Background: an optimization exercise with open tools, aiming at small area, a short achievable clock period and few clock cycles. Do not read the settings as production practice. No functional check of the RTL was part of this run. Power and IR drop assume default switching activity.

## flow/config.mk

```make
export PLATFORM = sky130hd
export DESIGN_NAME = mvprod_top
export DESIGN_NICKNAME = mvprod_top
export VERILOG_FILES = /design/flow/design.v
export SDC_FILE = /design/flow/constraint.sdc
export NUM_CORES = 4
export LEC_CHECK = 0
export CAP_MARGIN = 20
export CORE_MARGIN = 2
export CORE_UTILIZATION = 40
export PLACE_DENSITY = 0.6
export SLEW_MARGIN = 20
export SYNTH_MEMORY_MAX_BITS = 16384
```

## flow/constraint.sdc

```tcl
create_clock -name core_clock -period 6.0 [get_ports {clk}]
set_input_delay 1.2000 -clock core_clock [delete_from_list [all_inputs] [get_ports {clk}]]
set_output_delay 1.2000 -clock core_clock [all_outputs]
set_load 0.01 [all_outputs]
```

## flow/design.v

```verilog
`timescale 1ns / 1ps
`default_nettype none
module WeightROM (
  input wire [4:0] col,
  output logic [31:0][7:0] w
);
  always_comb begin
    case (col)
      5'd0: w = {8'he1, 8'hb2, 8'ha2, 8'hfc, 8'h36, 8'h0d, 8'h2f, 8'h8b, 8'h70, 8'h4d, 8'h09, 8'h42, 8'hc3, 8'h53, 8'hc4, 8'h43, 8'h5e, 8'hdb, 8'h5f, 8'h9e, 8'h4e, 8'hf2, 8'hf0, 8'hdf, 8'h98, 8'hf3, 8'h8c, 8'h2a, 8'h35, 8'h35, 8'h37, 8'h08};
      5'd1: w = {8'hc4, 8'h12, 8'haf, 8'hca, 8'h0b, 8'h87, 8'h59, 8'h1d, 8'h73, 8'hec, 8'h3d, 8'h6b, 8'h62, 8'h9d, 8'h08, 8'h39, 8'h05, 8'h6c, 8'haf, 8'h87, 8'he6, 8'hc9, 8'h8d, 8'h99, 8'h8a, 8'h47, 8'h0d, 8'h8b, 8'had, 8'hde, 8'hc9, 8'h7a};
      5'd2: w = {8'h70, 8'h46, 8'ha7, 8'h4e, 8'hf8, 8'h9f, 8'h95, 8'hfb, 8'hd3, 8'hb2, 8'hdf, 8'h24, 8'h48, 8'hbd, 8'h20, 8'h65, 8'hfd, 8'h50, 8'h04, 8'h3f, 8'hdb, 8'h45, 8'h58, 8'h07, 8'hc2, 8'hf6, 8'h10, 8'h2f, 8'hc0, 8'h0d, 8'he6, 8'he0};
      5'd3: w = {8'hef, 8'hb2, 8'h96, 8'he5, 8'h75, 8'hbe, 8'h89, 8'h8a, 8'hd0, 8'had, 8'h5c, 8'hd7, 8'h68, 8'h31, 8'hd2, 8'hb6, 8'h0f, 8'h74, 8'h7e, 8'h9c, 8'h20, 8'hc9, 8'h25, 8'h0f, 8'hb1, 8'hba, 8'h58, 8'h54, 8'h0c, 8'he0, 8'h5a, 8'h00};
      5'd4: w = {8'he5, 8'h09, 8'h8e, 8'h82, 8'h0b, 8'hf0, 8'hdc, 8'h1e, 8'hd1, 8'he7, 8'he8, 8'h94, 8'h6f, 8'h1a, 8'h9f, 8'hf5, 8'h8f, 8'h6b, 8'hd4, 8'h4e, 8'hf4, 8'hea, 8'h74, 8'he9, 8'h08, 8'h84, 8'h3b, 8'hda, 8'h35, 8'h37, 8'h74, 8'h9b};
      5'd5: w = {8'h51, 8'h5c, 8'h55, 8'h03, 8'h69, 8'h04, 8'h1a, 8'hc7, 8'h17, 8'hae, 8'hbe, 8'h8b, 8'h6e, 8'ha3, 8'h3b, 8'hde, 8'h87, 8'h1d, 8'h54, 8'h41, 8'h3f, 8'h4b, 8'hd7, 8'ha5, 8'h19, 8'h59, 8'hca, 8'hc5, 8'h87, 8'h00, 8'haa, 8'ha4};
      5'd6: w = {8'h76, 8'hab, 8'h02, 8'hb8, 8'hdc, 8'h72, 8'he5, 8'h8b, 8'hfc, 8'h61, 8'h89, 8'hcb, 8'h64, 8'h65, 8'h92, 8'hcc, 8'h1a, 8'h93, 8'hf2, 8'h2d, 8'hf5, 8'h30, 8'hc3, 8'h7c, 8'h53, 8'h57, 8'h57, 8'h30, 8'h32, 8'hab, 8'h9f, 8'h3e};
      5'd7: w = {8'h98, 8'hb6, 8'hee, 8'hc3, 8'h5d, 8'h29, 8'h4c, 8'haa, 8'h10, 8'he8, 8'h1e, 8'h90, 8'h8b, 8'h4e, 8'h7c, 8'h04, 8'h45, 8'hb2, 8'h19, 8'h78, 8'h69, 8'hdd, 8'he9, 8'h6c, 8'h9e, 8'h99, 8'h97, 8'h66, 8'h0b, 8'h4d, 8'he1, 8'h37};
      5'd8: w = {8'h59, 8'h9b, 8'h75, 8'h3e, 8'h5e, 8'ha5, 8'h85, 8'hb4, 8'he4, 8'h15, 8'h4a, 8'h97, 8'h7c, 8'hf1, 8'h3a, 8'h0a, 8'h7b, 8'h5a, 8'h86, 8'hf6, 8'h31, 8'hbd, 8'hd4, 8'h14, 8'h22, 8'h12, 8'h8a, 8'hb3, 8'h32, 8'h77, 8'h16, 8'ha9};
      5'd9: w = {8'h74, 8'h67, 8'ha8, 8'hef, 8'h03, 8'hc9, 8'h42, 8'hf2, 8'hb8, 8'ha1, 8'h49, 8'h65, 8'he2, 8'he7, 8'h03, 8'h1b, 8'h10, 8'ha5, 8'h7c, 8'h5b, 8'heb, 8'hd4, 8'hb2, 8'h87, 8'h76, 8'h5c, 8'hf9, 8'hc1, 8'h5b, 8'h96, 8'h9b, 8'hff};
      5'd10: w = {8'h91, 8'hdc, 8'h99, 8'h58, 8'he3, 8'h75, 8'hde, 8'h54, 8'h52, 8'hb5, 8'hcb, 8'ha7, 8'h5d, 8'h2f, 8'h1f, 8'hfa, 8'h40, 8'h94, 8'hed, 8'h8b, 8'h9d, 8'h26, 8'ha7, 8'h99, 8'h71, 8'h79, 8'h0b, 8'h6f, 8'h7c, 8'he6, 8'hd6, 8'h41};
      5'd11: w = {8'hb8, 8'h74, 8'hfa, 8'h10, 8'h1c, 8'h49, 8'h72, 8'hb6, 8'hbb, 8'h2b, 8'h5f, 8'h74, 8'hf6, 8'h3f, 8'h7d, 8'hbc, 8'he8, 8'h07, 8'h4f, 8'h0a, 8'hf6, 8'h30, 8'hbf, 8'h97, 8'h40, 8'hf6, 8'h53, 8'h59, 8'hfa, 8'h0b, 8'hf7, 8'hbc};
      5'd12: w = {8'h5e, 8'h9e, 8'h3f, 8'h85, 8'hb4, 8'h2b, 8'h83, 8'hc0, 8'hce, 8'hc0, 8'ha7, 8'hb9, 8'h36, 8'hfc, 8'hc3, 8'he4, 8'hbd, 8'hcd, 8'h90, 8'h33, 8'h4f, 8'h59, 8'h2f, 8'h1a, 8'hdb, 8'h86, 8'h12, 8'h7c, 8'hbe, 8'h3b, 8'hc5, 8'h63};
      5'd13: w = {8'hed, 8'h24, 8'h6e, 8'h52, 8'hde, 8'h69, 8'hd3, 8'h15, 8'h64, 8'hca, 8'ha3, 8'h90, 8'h06, 8'h94, 8'h80, 8'hc7, 8'hee, 8'hc3, 8'h37, 8'ha0, 8'hb9, 8'h7f, 8'h55, 8'h42, 8'h7d, 8'hd7, 8'h1d, 8'h60, 8'hbb, 8'hb0, 8'h1d, 8'hca};
      5'd14: w = {8'hde, 8'h57, 8'h29, 8'hbc, 8'hbf, 8'h69, 8'h27, 8'h7c, 8'hea, 8'h9e, 8'h59, 8'h23, 8'hef, 8'h52, 8'h43, 8'h2c, 8'h20, 8'h3b, 8'h94, 8'h02, 8'hfc, 8'h93, 8'h8c, 8'h92, 8'hbb, 8'h51, 8'hdf, 8'h76, 8'h8d, 8'hef, 8'hbd, 8'hc2};
      5'd15: w = {8'h6d, 8'h9d, 8'h33, 8'h1c, 8'h33, 8'h75, 8'had, 8'h2a, 8'h41, 8'hea, 8'h46, 8'hc9, 8'h8b, 8'hc2, 8'ha1, 8'h99, 8'h20, 8'ha2, 8'he1, 8'h1e, 8'h6a, 8'h38, 8'hd3, 8'h96, 8'h83, 8'h8d, 8'h40, 8'hd3, 8'h02, 8'h66, 8'h73, 8'h60};
      5'd16: w = {8'hbb, 8'hf7, 8'hde, 8'h9a, 8'hd1, 8'h44, 8'h91, 8'h5b, 8'h00, 8'h7d, 8'h74, 8'h33, 8'h49, 8'h4b, 8'h5b, 8'h3d, 8'h79, 8'h01, 8'h25, 8'hcc, 8'h9f, 8'h23, 8'h01, 8'h3a, 8'he0, 8'hb4, 8'h60, 8'hb3, 8'hf6, 8'hbf, 8'hb6, 8'h25};
      5'd17: w = {8'h40, 8'hee, 8'h42, 8'h40, 8'h8f, 8'hb1, 8'hc9, 8'ha2, 8'hd1, 8'hcc, 8'h09, 8'hfb, 8'he1, 8'h30, 8'h0f, 8'he2, 8'hf4, 8'h59, 8'hb6, 8'ha7, 8'h2c, 8'h52, 8'h3b, 8'hb0, 8'h19, 8'h1b, 8'hb3, 8'h09, 8'hd7, 8'he7, 8'h04, 8'h7c};
      5'd18: w = {8'ha5, 8'h85, 8'h90, 8'hf7, 8'hb6, 8'h43, 8'h89, 8'hec, 8'h7c, 8'hae, 8'hd5, 8'hd0, 8'h6e, 8'h22, 8'h7e, 8'h54, 8'h1b, 8'hea, 8'h18, 8'h37, 8'he4, 8'h37, 8'h7d, 8'h71, 8'h4f, 8'hc5, 8'h65, 8'h74, 8'h14, 8'h08, 8'hb9, 8'h71};
      5'd19: w = {8'hd5, 8'h02, 8'he6, 8'hea, 8'h8c, 8'hc4, 8'h92, 8'h21, 8'hfb, 8'h1c, 8'hdf, 8'hd4, 8'hc2, 8'h3b, 8'h16, 8'he2, 8'h8b, 8'he1, 8'h7c, 8'h57, 8'h50, 8'h87, 8'h99, 8'h4c, 8'h53, 8'h18, 8'h23, 8'h1c, 8'he9, 8'h4d, 8'hd6, 8'h1e};
      5'd20: w = {8'hb8, 8'h08, 8'hac, 8'h2d, 8'h28, 8'h08, 8'h0a, 8'h1a, 8'hf1, 8'h4b, 8'h92, 8'h5f, 8'hcc, 8'h03, 8'haa, 8'h8f, 8'hfb, 8'hbd, 8'h16, 8'h11, 8'h25, 8'hc8, 8'he4, 8'hac, 8'h8a, 8'he0, 8'hf4, 8'h2a, 8'he8, 8'h9d, 8'hb6, 8'hef};
      5'd21: w = {8'hcf, 8'h68, 8'hdc, 8'ha8, 8'h8b, 8'h14, 8'hc3, 8'h72, 8'h38, 8'h98, 8'h3b, 8'h1f, 8'h1d, 8'hf0, 8'hf6, 8'h55, 8'h04, 8'h48, 8'h07, 8'h8e, 8'h51, 8'he5, 8'hd3, 8'hdd, 8'h67, 8'h9a, 8'h7b, 8'h66, 8'h79, 8'h96, 8'h7e, 8'h77};
      5'd22: w = {8'h4a, 8'h08, 8'h9d, 8'h3e, 8'h4e, 8'hc7, 8'h95, 8'had, 8'hc2, 8'h4b, 8'hc1, 8'h64, 8'haf, 8'h9f, 8'hd4, 8'h65, 8'had, 8'h1e, 8'h59, 8'hbc, 8'h16, 8'h91, 8'hc7, 8'h39, 8'h77, 8'hcd, 8'haf, 8'hea, 8'h5d, 8'h7e, 8'h14, 8'h4a};
      5'd23: w = {8'h45, 8'h6c, 8'hb4, 8'h56, 8'h4c, 8'hdf, 8'h69, 8'h09, 8'h9c, 8'h3b, 8'h1c, 8'h34, 8'hb8, 8'hca, 8'h1f, 8'h50, 8'h86, 8'hef, 8'h6a, 8'h41, 8'heb, 8'h60, 8'hd2, 8'h2f, 8'hab, 8'h12, 8'h94, 8'h20, 8'h74, 8'hb0, 8'hfe, 8'hee};
      5'd24: w = {8'h89, 8'ha4, 8'h31, 8'h51, 8'h27, 8'h7d, 8'h7e, 8'hc7, 8'hf5, 8'hba, 8'h89, 8'hda, 8'h5e, 8'h18, 8'h49, 8'h78, 8'h7e, 8'hda, 8'hfd, 8'h09, 8'h69, 8'ha9, 8'h10, 8'h13, 8'he9, 8'h87, 8'h78, 8'h4b, 8'h96, 8'h68, 8'h08, 8'hdf};
      5'd25: w = {8'hf3, 8'h8e, 8'h93, 8'h40, 8'hca, 8'h91, 8'hef, 8'h44, 8'h9a, 8'hf9, 8'h20, 8'ha2, 8'hde, 8'h03, 8'h39, 8'ha8, 8'hb0, 8'h11, 8'h84, 8'h80, 8'h87, 8'h35, 8'h4d, 8'hf7, 8'hbb, 8'h1b, 8'h8e, 8'h56, 8'h3f, 8'h3c, 8'h92, 8'hef};
      5'd26: w = {8'h12, 8'h25, 8'h49, 8'heb, 8'hfa, 8'ha5, 8'hd2, 8'h98, 8'h20, 8'h5d, 8'h0e, 8'h09, 8'h1e, 8'h92, 8'h71, 8'h0f, 8'h6f, 8'h21, 8'h7f, 8'h48, 8'h8c, 8'h53, 8'h5a, 8'h66, 8'he5, 8'hb2, 8'h85, 8'h6d, 8'hfb, 8'had, 8'he1, 8'h8b};
      5'd27: w = {8'h13, 8'h52, 8'hb0, 8'hff, 8'hfc, 8'hc5, 8'h8c, 8'hc6, 8'h20, 8'hb3, 8'hff, 8'h80, 8'h7c, 8'h72, 8'hd8, 8'ha1, 8'h8f, 8'hd0, 8'he1, 8'h9a, 8'hab, 8'hd4, 8'h22, 8'hce, 8'hf4, 8'h22, 8'h34, 8'h86, 8'hd7, 8'heb, 8'hda, 8'h9c};
      5'd28: w = {8'h41, 8'hf5, 8'h79, 8'h3b, 8'hb2, 8'h9e, 8'hbd, 8'hde, 8'h6e, 8'h9a, 8'h6d, 8'h0b, 8'h39, 8'hf4, 8'hfd, 8'hfc, 8'h24, 8'hc7, 8'h54, 8'h00, 8'h0c, 8'h2d, 8'h96, 8'h83, 8'hd3, 8'h97, 8'h3e, 8'h47, 8'hba, 8'hc1, 8'h4a, 8'hdb};
      5'd29: w = {8'hb8, 8'ha6, 8'hc1, 8'hc4, 8'h07, 8'h3c, 8'h6a, 8'hdd, 8'hd2, 8'h84, 8'h3f, 8'h89, 8'h00, 8'hed, 8'h7f, 8'h18, 8'hfe, 8'hba, 8'hf3, 8'he8, 8'hd9, 8'h4a, 8'hc5, 8'h57, 8'h26, 8'he0, 8'hbc, 8'h9c, 8'h83, 8'h88, 8'h07, 8'ha7};
      5'd30: w = {8'h29, 8'h19, 8'h04, 8'h22, 8'h67, 8'hf7, 8'h19, 8'hef, 8'h27, 8'h2c, 8'hb2, 8'hb6, 8'h2d, 8'h64, 8'ha2, 8'h07, 8'h55, 8'h95, 8'hda, 8'hd1, 8'h27, 8'hff, 8'h55, 8'h7c, 8'h61, 8'ha8, 8'hc4, 8'h9f, 8'hc3, 8'h01, 8'h30, 8'hb6};
      5'd31: w = {8'ha3, 8'ha0, 8'haf, 8'h56, 8'h1c, 8'h07, 8'h22, 8'h00, 8'hd0, 8'he9, 8'hf9, 8'h8e, 8'h2d, 8'h4f, 8'hd9, 8'he1, 8'h41, 8'h7e, 8'h67, 8'h20, 8'h25, 8'hb5, 8'h92, 8'h61, 8'h88, 8'h1d, 8'h2a, 8'hef, 8'hf8, 8'h21, 8'h68, 8'hf2};
      default: w = '0;
    endcase
  end
endmodule
`default_nettype wire
`timescale 1ns / 1ps
`default_nettype none
module mvprod_top (
  input  wire       clk,
  input  wire       rst,
  input  wire       in_wr,
  input  wire [7:0] in_data,
  input  wire       start,
  output logic      out_valid,
  output logic [7:0] out_data,
  output logic      out_last
);
  logic       xv;
  logic [7:0] x;
  logic       st;
  logic [4:0] col;
  logic [31:0][7:0] w;
  logic [31:0][7:0] acc;
  logic [31:0][7:0] osh;
  logic [4:0] ocnt;
  WeightROM rom (.col(col), .w(w));
  always_ff @(posedge clk) begin
    x <= in_data;
    if (rst) begin
      xv <= 1'b0;
      st <= 1'b0;
      col <= '0;
      out_valid <= 1'b0;
      out_last <= 1'b0;
      ocnt <= '0;
    end else begin
      xv <= in_wr;
      st <= start;
      if (xv) col <= col + 5'd1;
      if (st) begin
        out_valid <= 1'b1;
        out_last <= 1'b0;
        ocnt <= '0;
      end else begin
        if (ocnt == 5'd31) out_valid <= 1'b0;
        out_last <= out_valid && ocnt == 5'd30;
        ocnt <= ocnt + {4'd0, out_valid};
      end
    end
  end
  always_ff @(posedge clk) begin
    for (int r = 0; r < 32; r++) begin
      if (xv) acc[r] <= (col == 5'd0 ? 8'd0 : acc[r]) + w[r] * x;
      osh[r] <= st ? acc[r] : (r == 31 ? acc[r] : osh[r+1]);
    end
  end
  assign out_data = osh[0];
endmodule
`default_nettype wire
```

## flow/run.sh

```bash
#!/bin/bash
# synth_recipe.tcl (not shown) runs the flow's synth.tcl, then flattens the netlist and writes it again
# the make line also repeats each setting of config.mk as NAME=value (left out here)
make -C /OpenROAD-flow-scripts/flow DESIGN_CONFIG=/design/flow/config.mk WORK_HOME=/design/flow/orfs CLKGATE_MAP_FILE= SYNTH_SCRIPT=/design/flow/synth_recipe.tcl finish
```

==> flow_metrics.py <==
metrics = {
    "drt": {
        "drc": 0,
        "wl_mm": 262.7,
        "vias": 52860,
        "dr.pass1.iters": 8,
        "routedWlPerCell_um": 27.68,
        "viasPerCell": 5.571,
        "ant_nets": 0,
        "drt_iter0_drc": 5377,
    },
    "grt": {
        "overflow": 0,
        "grt_usage_pct": 31.27,
        "grt_pass1_vias": 54420,
        "grt_max_degree": 142,
        "antenna_found_initial": 23,
        "grt_pass1_wl_mm": 384.7,
    },
    "synthesis": {
        "synth_sequential_area_ratio_pct": 27.76,
        "ys.flop_type": "dfxtp_1",
        "yosysWarnings": 2,
        "synth-seq-cells": 790,
        "synth-edff-count": 256,
        "synth.avg_cell_area_um2": 9.382,
        "syn_nets": 8217,
        "synthArstFlopShare_pct": 0,
        "yosysUniqueCellTypes": 113,
        "synth_area_um2": 66210,
        "post_synth_inst_count": 7057,
    },
    "timing": {
        "max_freq_mhz": 185.4,
        "layout_min_cycle_time_ps": 5393,
        "rsz0062_at_grt": "no",
        "finClkSkew_ps": 37.93,
        "setup_violations": 0,
        "hold_viol": 0,
        "period_share_pct": 89.88,
        "maxSlewHeadroom_pct": 18.25,
        "drv_slew": 0,
        "tightest_slew_ps": 1217,
        "setup_tns_ps": 0,
    },
    "hold_path": {
        "hold_path.class": "register to register",
        "whs_endpoint": "osh[248]",
        "min-delay-start": "acc[248]",
        "holdPathStages": 0,
    },
    "critical_path": {
        "r2r-start": "col[1]",
        "worstSetupStartpointType": "register",
        "rrSetupSlack_ps": 610,
        "cp_cell_sequence": "inv_1, ha_1, mux2i_1, or2_1, inv_2, buf_4, ha_1, buf_4, inv_1, buf_4, nor2_1, o41ai_1, buf_4",
        "critPathSlowestCell": "o41ai_1",
        "crit_required_ps": 6720,
        "reg2reg_depth": 13,
        "crit_arrival_ps": 6110,
        "crit_fanout": 11,
        "crit_top_cell": "buf_4",
        "critical_path_class": "register to register",
        "slowest_delay_ps": 710,
        "timing.rr.end": "w[5]",
        "crit_path_end_kind": "register",
    },
    "power": {
        "power.density_nw_per_um2": 314.9,
        "leakagePower_nw": 33.98,
        "ir_drop_mv": 0.2603,
    },
    "run_status": {
        "status": "timing/DRC/antenna clean",
    },
    "cts": {
        "cts_buffers": 97,
        "cts_tree": "done",
        "hold_buffers": 0,
        "clk_path_buf_depth": 3,
        "htreeDepth": 3,
        "cts.sinks": 790,
        "clkTransAtPathRegs_ps": 60,
        "cts-root-buf": "clkbuf_16",
        "post_cts_resize_count": 0,
        "cts_setup_buffers": 0,
        "clock_latency_ps": 770,
    },
    "floorplanning": {
        "die_area_um2": 168800,
        "start_util_pct": 40.22,
        "die_height_um": 410.9,
        "io_pins": 22,
        "core_um2": 164600,
        "die_w_um": 410.9,
        "num_rows": 149,
    },
    "place": {
        "hpwlAfterDp_mm": 193.7,
        "portBuffers": 21,
        "dp_cells": 9291,
        "gp_congestion": 1.119,
    },
    "finish": {
        "multi_input_comb_area_um2": 42080,
        "syn_to_final_growth_pct": 12.24,
        "instances_no_fill": 9488,
        "layout-drive-gt1-share_pct": 12.94,
        "num-fill-cells": 15830,
        "post-route-util_pct": 45.15,
        "seq_area_um2": 18410,
        "nNetsFinal": 8361,
    },
    "flow_run": {
        "cap_violations": 0,
    },
}
==> worst max-delay path by stage <==
stage,startpoint,endpoint,slack (ps)
4_1_cts,col[1],acc[127],860
2_1_floorplan,col[0],acc[223],440
6_report,col[1],w[5],610
3_5_place_dp,col[1],acc[127],900
3_3_place_gp,rst,w[45],920
5_1_grt,col[1],acc[167],560
==> worst max-delay path, delay by kind of cell, from the launching register on <==
kind	cells	cell delay, ps
muxes	1	690
buffers and inverters	7	1890
AOI/OAI and AO/OA	1	710
DFF	1	450
and+or+nand+nor	2	680
adders and majority gates	2	920
==> synthesized netlist by cell type (10+ instances only) <==
library cell / instances / area share [%]
a211oi_1: 39 / 0.44
a211oi_2: 12 / 0.23
a21o_1: 68 / 0.77
a21oi_1: 257 / 1.9
a221oi_1: 22 / 0.29
a22oi_1: 32 / 0.36
a311oi_1: 14 / 0.19
a31oi_1: 47 / 0.44
a32oi_1: 25 / 0.33
and2_1: 419 / 4.0
buf_2: 120 / 0.91
buf_4: 29 / 0.33
buf_6: 20 / 0.34
clkbuf_1: 225 / 1.3
dfxtp_1: 534 / 16
edfxtp_1: 256 / 12
fa_1: 576 / 17
ha_1: 572 / 11
inv_1: 1024 / 5.8
mux2_2: 248 / 4.2
mux2i_1: 18 / 0.27
nand2_1: 1154 / 6.5
nand3_1: 46 / 0.35
nor2_1: 132 / 0.75
nor2_2: 13 / 0.12
nor2b_1: 10 / 0.094
nor3_1: 75 / 0.57
o211ai_1: 37 / 0.42
o21ai_0: 150 / 1.1
o21ai_1: 24 / 0.18
o221ai_1: 18 / 0.24
o22ai_1: 38 / 0.36
o311ai_1: 11 / 0.15
o31ai_1: 29 / 0.33
o32ai_1: 18 / 0.24
xnor2_1: 409 / 5.4
xnor3_1: 25 / 0.85
xor2_1: 124 / 1.6
==> cells by family (layout without fill, tap and decap cells) <==
family / count (synthesis) / in the layout / synth area share, %
compound gates: 933 / 933 / 9.464
xor+xnor: 560 / 560 / 7.950
fa+ha+maj: 1148 / 1148 / 28.22
buf+inv: 1435 / 1664 / 8.793
flops: 790 / 790 / 27.76
mux: 269 / 269 / 4.581
other cells: 0 / 13 / 0
simple gates: 1922 / 1922 / 13.23
==> registers in the layout, summed over array words and instances (netlist names) <==
register and cells:
acc 256, col 5, ocnt 5, osh 256, out_last 1, out_valid 1, st 1, w 256
x 8, xv 1
==> cell type report <==
class,count,area share [%]
Sequential cell,790,24.77
Tap cell,2189,3.685
Antenna cell,13,0.04377
Inverter,1030,5.219
Multi-Input combinational cell,4832,56.62
Clock inverter,45,0.5539
Timing Repair Buffer,450,5.266
Clock buffer,139,3.844
==> placed cells by master (no fill, tap or decap), types with 25 or more instances in the layout <==
cell type / instances
dfxtp_1: 524
edfxtp_1: 256
clkbuf_1: 25
a211oi_1: 36
a31oi_1: 46
nand3_1: 46
nand2_1: 1154
o31ai_1: 28
xnor3_1: 25
o211ai_1: 37
nor3_1: 75
inv_1: 1024
xnor2_1: 409
a21o_1: 68
a22oi_1: 32
nor2_1: 132
a21oi_1: 255
buf_12: 39
o21ai_1: 25
clkbuf_16: 106
xor2_1: 123
mux2_2: 248
fa_1: 576
ha_1: 571
and2_1: 419
buf_4: 390
o22ai_1: 38
o21ai_0: 149
a32oi_1: 25
==> routing by layer <==
layer | vias up | routed length, um | global-route usage (%)
met5 | - | 152 | 0
met4 | 22 | 17110 | 17.22
met3 | 711 | 23350 | 7.772
li1 | 23070 | - | -
met2 | 2433 | 111100 | 46.09
met1 | 26620 | 110900 | 41.91
==> report_power, final <==
part	total (W)	internal, W	switching (W)
Sequential	0.00791	0.00713	0.000779
Combinational	0.00949	0.00453	0.00496
Clock	0.00601	0.00347	0.00254
==> stage by stage <==
| step | cell area, um2 | total power (W) | hold slack, ps | setup WS (ps) |
|---|---|---|---|---|
| after floorplan | 66220 | 0.01476 | 339.3 | 442.7 |
| after global placement | 71000 | 0.01718 | 352.2 | 915.1 |
| after detailed placement | 71010 | 0.01743 | 358.3 | 896.9 |
| after CTS | 74280 | 0.02363 | 367.9 | 858.1 |
| after global routing | 74290 | 0.02512 | 375.0 | 561.5 |
| final | 74320 | 0.02340 | 366.1 | 607.4 |

==> separate check: timing with driven ports <==
The results above use ideal ports. As a check the final layout listed here was re-extracted and re-timed, cells and wires unchanged. Step 1, drivers: a clkbuf_16 drives clk and a buf_2 each remaining input, both assumed. Step 2 moves the port delays by t, midway between the first and last clock arrival at a register: inputs arrive t later, outputs are due t later. That takes back most of the time a late clock gives input paths. a / b / c = ideal / step 1 / step 2; a / b = the first two.
shift t [ns]: 0.835
setup slack, ns: 0.607 / 0.607 / 0.544
worst setup path at the end: input to register
After both steps setup and hold are still met in this run. For this run, drivers alone change the setup slack by 0.000 ns; drivers and shift together by -0.063 ns.
